This is an optimization exercise on Yosys and OpenROAD, whose aim is small area and a short achievable clock period, not a production implementation.
Only simulation tests tie the RTL to the original design; equivalence was not proved.

==> 05-12 <==
==> flow/design.v <==
module alu(
    input [31:0] A,
    input [31:0] B,
    input [3:0] opcode,
    output [31:0] result
);
    wire op_add = (opcode == 4'd0);
    wire op_sub = (opcode == 4'd1);
    wire op_and = (opcode == 4'd2);
    wire op_or  = (opcode == 4'd3);
    wire op_xor = (opcode == 4'd4);
    wire op_nor = (opcode == 4'd5);
    wire op_not = (opcode == 4'd6);
    wire op_sll = (opcode == 4'd7);
    wire op_srl = (opcode == 4'd8) | (opcode == 4'd9);
    wire op_inc = (opcode == 4'd10);
    wire op_dec = (opcode == 4'd11);
    wire op_slt = (opcode == 4'd12);
    wire op_sgt = (opcode == 4'd13);
    wire op_lui = (opcode == 4'd14);
    wire use_b  = op_add | op_sub | op_and | op_or | op_xor | op_nor | op_slt | op_sgt;
    wire inv_b  = op_sub | op_slt | op_sgt | op_not | op_dec;
    wire cin    = op_sub | op_dec | op_slt;
    wire arith  = op_add | op_sub | op_inc | op_dec;
    wire sel_p  = arith | op_or | op_xor | op_nor | op_not;
    wire sel_g  = op_and | op_or | op_nor;
    wire [31:0] bx = (B & {32{use_b}}) ^ {32{inv_b}} ^ {29'd0, op_inc | op_dec, 2'd0};
    wire [31:0] p = A ^ bx;
    wire [31:0] g = A & bx;
    wire [32:0] c;
    prefix_carry pc(.p(p), .g(g), .cin(cin), .c(c));
    wire [31:0] core = ((p & {32{sel_p}}) | (g & {32{sel_g}})) ^
                       ((c[31:0] & {32{arith}}) | {32{op_nor}});
    function [31:0] rev(input [31:0] v);
        integer k;
        begin
            for (k = 0; k < 32; k = k + 1)
                rev[k] = v[31-k];
        end
    endfunction
    wire [31:0] x = (A & {32{op_srl}}) | (rev(A) & {32{op_sll}});
    wire [31:0] s = x >> B[4:0];
    wire big = |B[31:5];
    wire en_r = op_srl & ~big;
    wire en_l = op_sll & ~big;
    wire [31:0] sh = (s & {32{en_r}}) | (rev(s) & {32{en_l}});
    wire cmp = (c[32] ^ op_slt) & (op_slt | op_sgt);
    wire [31:0] lui = {B[15:0] & {16{op_lui}}, 16'd0};
    assign result = core | sh | lui | {31'd0, cmp};
endmodule
module prefix_carry(
    input [31:0] p,
    input [31:0] g,
    input cin,
    output [32:0] c
);
    function [32:0] carries(input [31:0] pv, input [31:0] gv, input ci);
        reg [31:0] G, P;
        integer b;
        begin
            G = gv;
            G[0] = gv[0] | (pv[0] & ci);
            P = pv;
            for (b = 0; b < 16; b = b + 1) begin
                G[b*2+1 +: 1] = G[b*2+1 +: 1] | (P[b*2+1 +: 1] & {1{G[b*2]}});
                P[b*2+1 +: 1] = P[b*2+1 +: 1] & {1{P[b*2]}};
            end
            for (b = 0; b < 8; b = b + 1) begin
                G[b*4+2 +: 2] = G[b*4+2 +: 2] | (P[b*4+2 +: 2] & {2{G[b*4+1]}});
                P[b*4+2 +: 2] = P[b*4+2 +: 2] & {2{P[b*4+1]}};
            end
            for (b = 0; b < 4; b = b + 1) begin
                G[b*8+4 +: 4] = G[b*8+4 +: 4] | (P[b*8+4 +: 4] & {4{G[b*8+3]}});
                P[b*8+4 +: 4] = P[b*8+4 +: 4] & {4{P[b*8+3]}};
            end
            for (b = 0; b < 2; b = b + 1) begin
                G[b*16+8 +: 8] = G[b*16+8 +: 8] | (P[b*16+8 +: 8] & {8{G[b*16+7]}});
                P[b*16+8 +: 8] = P[b*16+8 +: 8] & {8{P[b*16+7]}};
            end
            G[31:16] = G[31:16] | (P[31:16] & {16{G[15]}});
            carries = {G, ci};
        end
    endfunction
    assign c = carries(p, g, cin);
endmodule
module register_bank(
    input clk,
    input rst,
    input [3:0] read_reg1,
    input [3:0] read_reg2,
    input [3:0] write_reg,
    input [31:0] write_data,
    input write_enable,
    output [31:0] data_out1,
    output [31:0] data_out2
);
    wire [511:0] regs_flat;
    wire [15:0] sel1 = 16'd1 << read_reg1;
    wire [15:0] sel2 = 16'd1 << read_reg2;
    wire [15:0] wsel = {15'd0, write_enable} << write_reg;
    genvar g;
    generate
        for (g = 0; g < 16; g = g + 1) begin : R
            localparam [31:0] INIT = (g == 0 || g == 15) ? 32'd0 : g * 10;
            reg [31:0] q;
            always @(posedge clk or posedge rst) begin
                if (rst)
                    q <= INIT;
                else if (wsel[g])
                    q <= write_data;
            end
            assign regs_flat[g*32 +: 32] = q;
        end
    endgenerate
    function [31:0] read_port(input [511:0] r, input [15:0] sel);
        reg [31:0] t [0:15];
        integer k;
        begin
            for (k = 0; k < 16; k = k + 1)
                t[k] = r[k*32 +: 32] & {32{sel[k]}};
            for (k = 0; k < 8; k = k + 1)
                t[k] = t[2*k] | t[2*k+1];
            for (k = 0; k < 4; k = k + 1)
                t[k] = t[2*k] | t[2*k+1];
            read_port = (t[0] | t[1]) | (t[2] | t[3]);
        end
    endfunction
    assign data_out1 = read_port(regs_flat, sel1);
    assign data_out2 = read_port(regs_flat, sel2);
endmodule
module top_processor(
    input clk,
    input rst,
    input [3:0] rx,      
    input [3:0] ry,      
    input [3:0] rz,      
    input [3:0] op,      
    input write_en,      
    output [31:0] result_out   
);
    wire [31:0] operand1;
    wire [31:0] operand2;
    wire [31:0] alu_result;
    reg [31:0] result_reg;
    always @(posedge clk or posedge rst) begin
        if (rst)
            result_reg <= 32'b0;
        else
            result_reg <= alu_result;
    end
    register_bank reg_bank(
        .clk(clk),
        .rst(rst),
        .read_reg1(ry),
        .read_reg2(rz),
        .write_reg(rx),
        .write_data(alu_result),
        .write_enable(write_en),
        .data_out1(operand1),
        .data_out2(operand2)
    );
    alu alu_unit(
        .A(operand1),
        .B(operand2),
        .opcode(op),
        .result(alu_result)
    );
    assign result_out = result_reg;
endmodule
==> flow/flow/run.sh <==
#!/bin/bash
# Own flow: the standard ORFS flow, except that ABC maps the logic with an
# area-recovering script (flow/abc_area.scr) instead of ORFS's delay-first one.
# Registers are mapped by the unchanged dfflibmap step, so their names and cells
# are those of the standard synthesis.
set -euo pipefail
W=$(pwd)
F=$W/flow
{
  cat <<'T'
proc abc {args} {
  set i [lsearch $args -script]
  if {$i >= 0} { lset args [expr {$i + 1}] $::env(OWN_ABC_SCRIPT) }
  yosys abc {*}$args
}
T
  cat "$W/synth_recipe.tcl"
} > "$W/own_synth.tcl"
sed "s#$W/synth_recipe.tcl#$W/own_synth.tcl#g" "$W/standard.sh" > "$W/own_standard.sh"
grep -q own_synth.tcl "$W/own_standard.sh"
export OWN_ABC_SCRIPT=$F/abc_area.scr
bash "$W/own_standard.sh" > "$W/flow.log" 2>&1
==> flow/flow/abc_area.scr <==
&get -n
&st
&dch
&nf -R 1000
&put
topo
stime -c
==> flow/standard.sh <==
#!/bin/bash
# synth_recipe.tcl (not shown) runs the flow's synth.tcl, then flattens the netlist and writes it again
# the make line also repeats each setting of config.mk as NAME=value (left out here)
make -C /OpenROAD-flow-scripts/flow DESIGN_CONFIG=/design/flow/config.mk WORK_HOME=/design/flow/orfs CLKGATE_MAP_FILE= SYNTH_SCRIPT=/design/flow/synth_recipe.tcl "${@:-finish}"
==> flow/config.mk <==
export PLATFORM = sky130hd
export DESIGN_NAME = top_processor
export DESIGN_NICKNAME = top_processor
export VERILOG_FILES = /design/flow/design.v
export SDC_FILE = /design/flow/constraint.sdc
export NUM_CORES = 4
export LEC_CHECK = 0
export CAP_MARGIN = 20
export CORE_MARGIN = 2
export CORE_UTILIZATION = 55
export CTS_BUF_LIST = sky130_fd_sc_hd__clkbuf_8
export SETUP_SLACK_MARGIN = 2.5
export SLEW_MARGIN = 20
==> flow/constraint.sdc <==
create_clock -name core_clock -period 8.0 [get_ports {clk}]
set_input_delay 1.6000 -clock core_clock [delete_from_list [all_inputs] [get_ports {clk}]]
set_output_delay 1.6000 -clock core_clock [all_outputs]
set_load 0.01 [all_outputs]
==> 02-24: changes against 05-12 <==
==> flow/design.v, changed modules only <==
module alu(
    input [31:0] A,
    input [31:0] B,
    input [3:0] opcode,
    output [31:0] result
);
    wire op_add = (opcode == 4'd0);
    wire op_sub = (opcode == 4'd1);
    wire op_and = (opcode == 4'd2);
    wire op_or  = (opcode == 4'd3);
    wire op_xor = (opcode == 4'd4);
    wire op_nor = (opcode == 4'd5);
    wire op_not = (opcode == 4'd6);
    wire op_sll = (opcode == 4'd7);
    wire op_srl = (opcode == 4'd8) | (opcode == 4'd9);
    wire op_inc = (opcode == 4'd10);
    wire op_dec = (opcode == 4'd11);
    wire op_slt = (opcode == 4'd12);
    wire op_sgt = (opcode == 4'd13);
    wire op_lui = (opcode == 4'd14);
    wire use_b  = op_add | op_sub | op_and | op_or | op_xor | op_nor | op_slt | op_sgt;
    wire inv_b  = op_sub | op_slt | op_sgt | op_not | op_dec;
    wire cin    = op_sub | op_dec | op_slt;
    wire arith  = op_add | op_sub | op_inc | op_dec;
    wire sel_p  = arith | op_or | op_xor | op_nor | op_not;
    wire sel_g  = op_and | op_or | op_nor;
    wire [31:0] bx;
    genvar i;
    generate
        for (i = 0; i < 32; i = i + 1) begin : BX
            if (i == 2)
                assign bx[i] = (B[i] & use_b) ^ (inv_b ? 1'b1 : 1'b0) ^ (op_inc | op_dec);
            else
                assign bx[i] = (B[i] & use_b) ^ inv_b;
        end
    endgenerate
    wire [31:0] p = A ^ bx;
    wire [31:0] g = A & bx;
    wire [32:0] c;
    prefix_carry pc(.p(p), .g(g), .cin(cin), .c(c));
    wire [31:0] core = ((p & {32{sel_p}}) | (g & {32{sel_g}})) ^
                       ((c[31:0] & {32{arith}}) | {32{op_nor}});
    wire [31:0] x;
    generate
        for (i = 0; i < 32; i = i + 1) begin : XS
            assign x[i] = (A[i] & op_srl) | (A[31-i] & op_sll);
        end
    endgenerate
    wire [31:0] s = x >> B[4:0];
    wire big = |B[31:5];
    wire en_r = op_srl & ~big;
    wire en_l = op_sll & ~big;
    wire [31:0] sh;
    generate
        for (i = 0; i < 32; i = i + 1) begin : SO
            assign sh[i] = (s[i] & en_r) | (s[31-i] & en_l);
        end
    endgenerate
    wire cmp = (c[32] ^ op_slt) & (op_slt | op_sgt);
    wire [31:0] lui = {B[15:0] & {16{op_lui}}, 16'd0};
    assign result = core | sh | lui | {31'd0, cmp};
endmodule
module prefix_carry(
    input [31:0] p,
    input [31:0] g,
    input cin,
    output [32:0] c
);
    wire [31:0] g0 = {g[31:1], g[0] | (p[0] & cin)};
    reg [31:0] G, P;
    integer k, j;
    always @(*) begin
        G = g0; P = p;
        for (k = 1; k < 32; k = k * 2)
            for (j = 2*k - 1; j < 32; j = j + 2*k) begin
                G[j] = G[j] | (P[j] & G[j-k]);
                P[j] = P[j] & P[j-k];
            end
        for (k = 8; k >= 1; k = k / 2)
            for (j = 3*k - 1; j < 32; j = j + 2*k) begin
                G[j] = G[j] | (P[j] & G[j-k]);
                P[j] = P[j] & P[j-k];
            end
    end
    assign c = {G, cin};
endmodule
module register_bank(
    input clk,
    input rst,
    input [3:0] read_reg1,
    input [3:0] read_reg2,
    input [3:0] write_reg,
    input [31:0] write_data,
    input write_enable,
    output reg [31:0] data_out1,
    output reg [31:0] data_out2
);
    wire [511:0] regs_flat;
    wire [15:0] sel1 = 16'd1 << read_reg1;
    wire [15:0] sel2 = 16'd1 << read_reg2;
    wire [15:0] wsel = {15'd0, write_enable} << write_reg;
    genvar g;
    generate
        for (g = 0; g < 16; g = g + 1) begin : R
            localparam [31:0] INIT = (g == 0 || g == 15) ? 32'd0 : g * 10;
            reg [31:0] q;
            always @(posedge clk or posedge rst) begin
                if (rst)
                    q <= INIT;
                else if (wsel[g])
                    q <= write_data;
            end
            assign regs_flat[g*32 +: 32] = q;
        end
    endgenerate
    integer i;
    always @(*) begin
        data_out1 = 32'd0;
        data_out2 = 32'd0;
        for (i = 0; i < 16; i = i + 1) begin
            data_out1 = data_out1 | ({32{sel1[i]}} & regs_flat[i*32 +: 32]);
            data_out2 = data_out2 | ({32{sel2[i]}} & regs_flat[i*32 +: 32]);
        end
    end
endmodule
--- a/flow/config.mk
+++ b/flow/config.mk
@@ -9,5 +9,3 @@
 export CORE_MARGIN = 2
-export CORE_UTILIZATION = 55
-export CTS_BUF_LIST = sky130_fd_sc_hd__clkbuf_8
-export SETUP_SLACK_MARGIN = 2.5
+export CORE_UTILIZATION = 40
 export SLEW_MARGIN = 20
==> reports/results.tsv <==
metric	value	unit
DIE HEIGHT	229	um
cell depth of the worst setup path	26	
chip width	229	um
status	finished clean	
setup slack, reg-to-reg	3.30	ns
Worst Skew	0.0486	ns
[end of results for 05-12]
==> reports/results.tsv <==
metric	value	unit
status	finished clean	
setup slack, reg-to-reg	1.85	ns
first-pass GRT wire length	181	mm
DIE HEIGHT	267	um
[end of results for 02-24]

==> separate check: timing with driven ports <==
Ports are ideal in the flow. The routed layouts listed here were re-timed in OpenROAD.
Step 1 (the two cells are an assumption about what drives the block):
set clk [get_ports {clk}]
set_driving_cell -lib_cell sky130_fd_sc_hd__clkbuf_16 $clk
set_driving_cell -lib_cell sky130_fd_sc_hd__buf_2 [delete_from_list [all_inputs] $clk]
Step 2 adds t to the input delays and takes it off the output delays; t is the mean of the earliest and latest rising clock arrival at the registers after step 1. Input paths then give back, and output paths get back, about the clock's delay inside the block.
a / b / c = no drivers / after step 1 / after step 2; a / b = the first two.
run | shift t [ns] | setup WS [ns] | worst hold slack (ns) | slew at the worst register clock pin (ns)
05-12 | 0.766 | 2.200 / 2.237 / 1.472 | 0.496 / 0.496 / 0.496 | 0.07 / 0.07
02-24 | 0.706 | 0.558 / 0.596 / -0.110 | 0.490 / 0.490 / 0.490 | 0.07 / 0.07
Met with ideal ports but missed after step 2: setup timing in 02-24. For 05-12, which loses most, drivers alone change the setup slack by +0.037 ns; drivers and shift together by -0.728 ns.
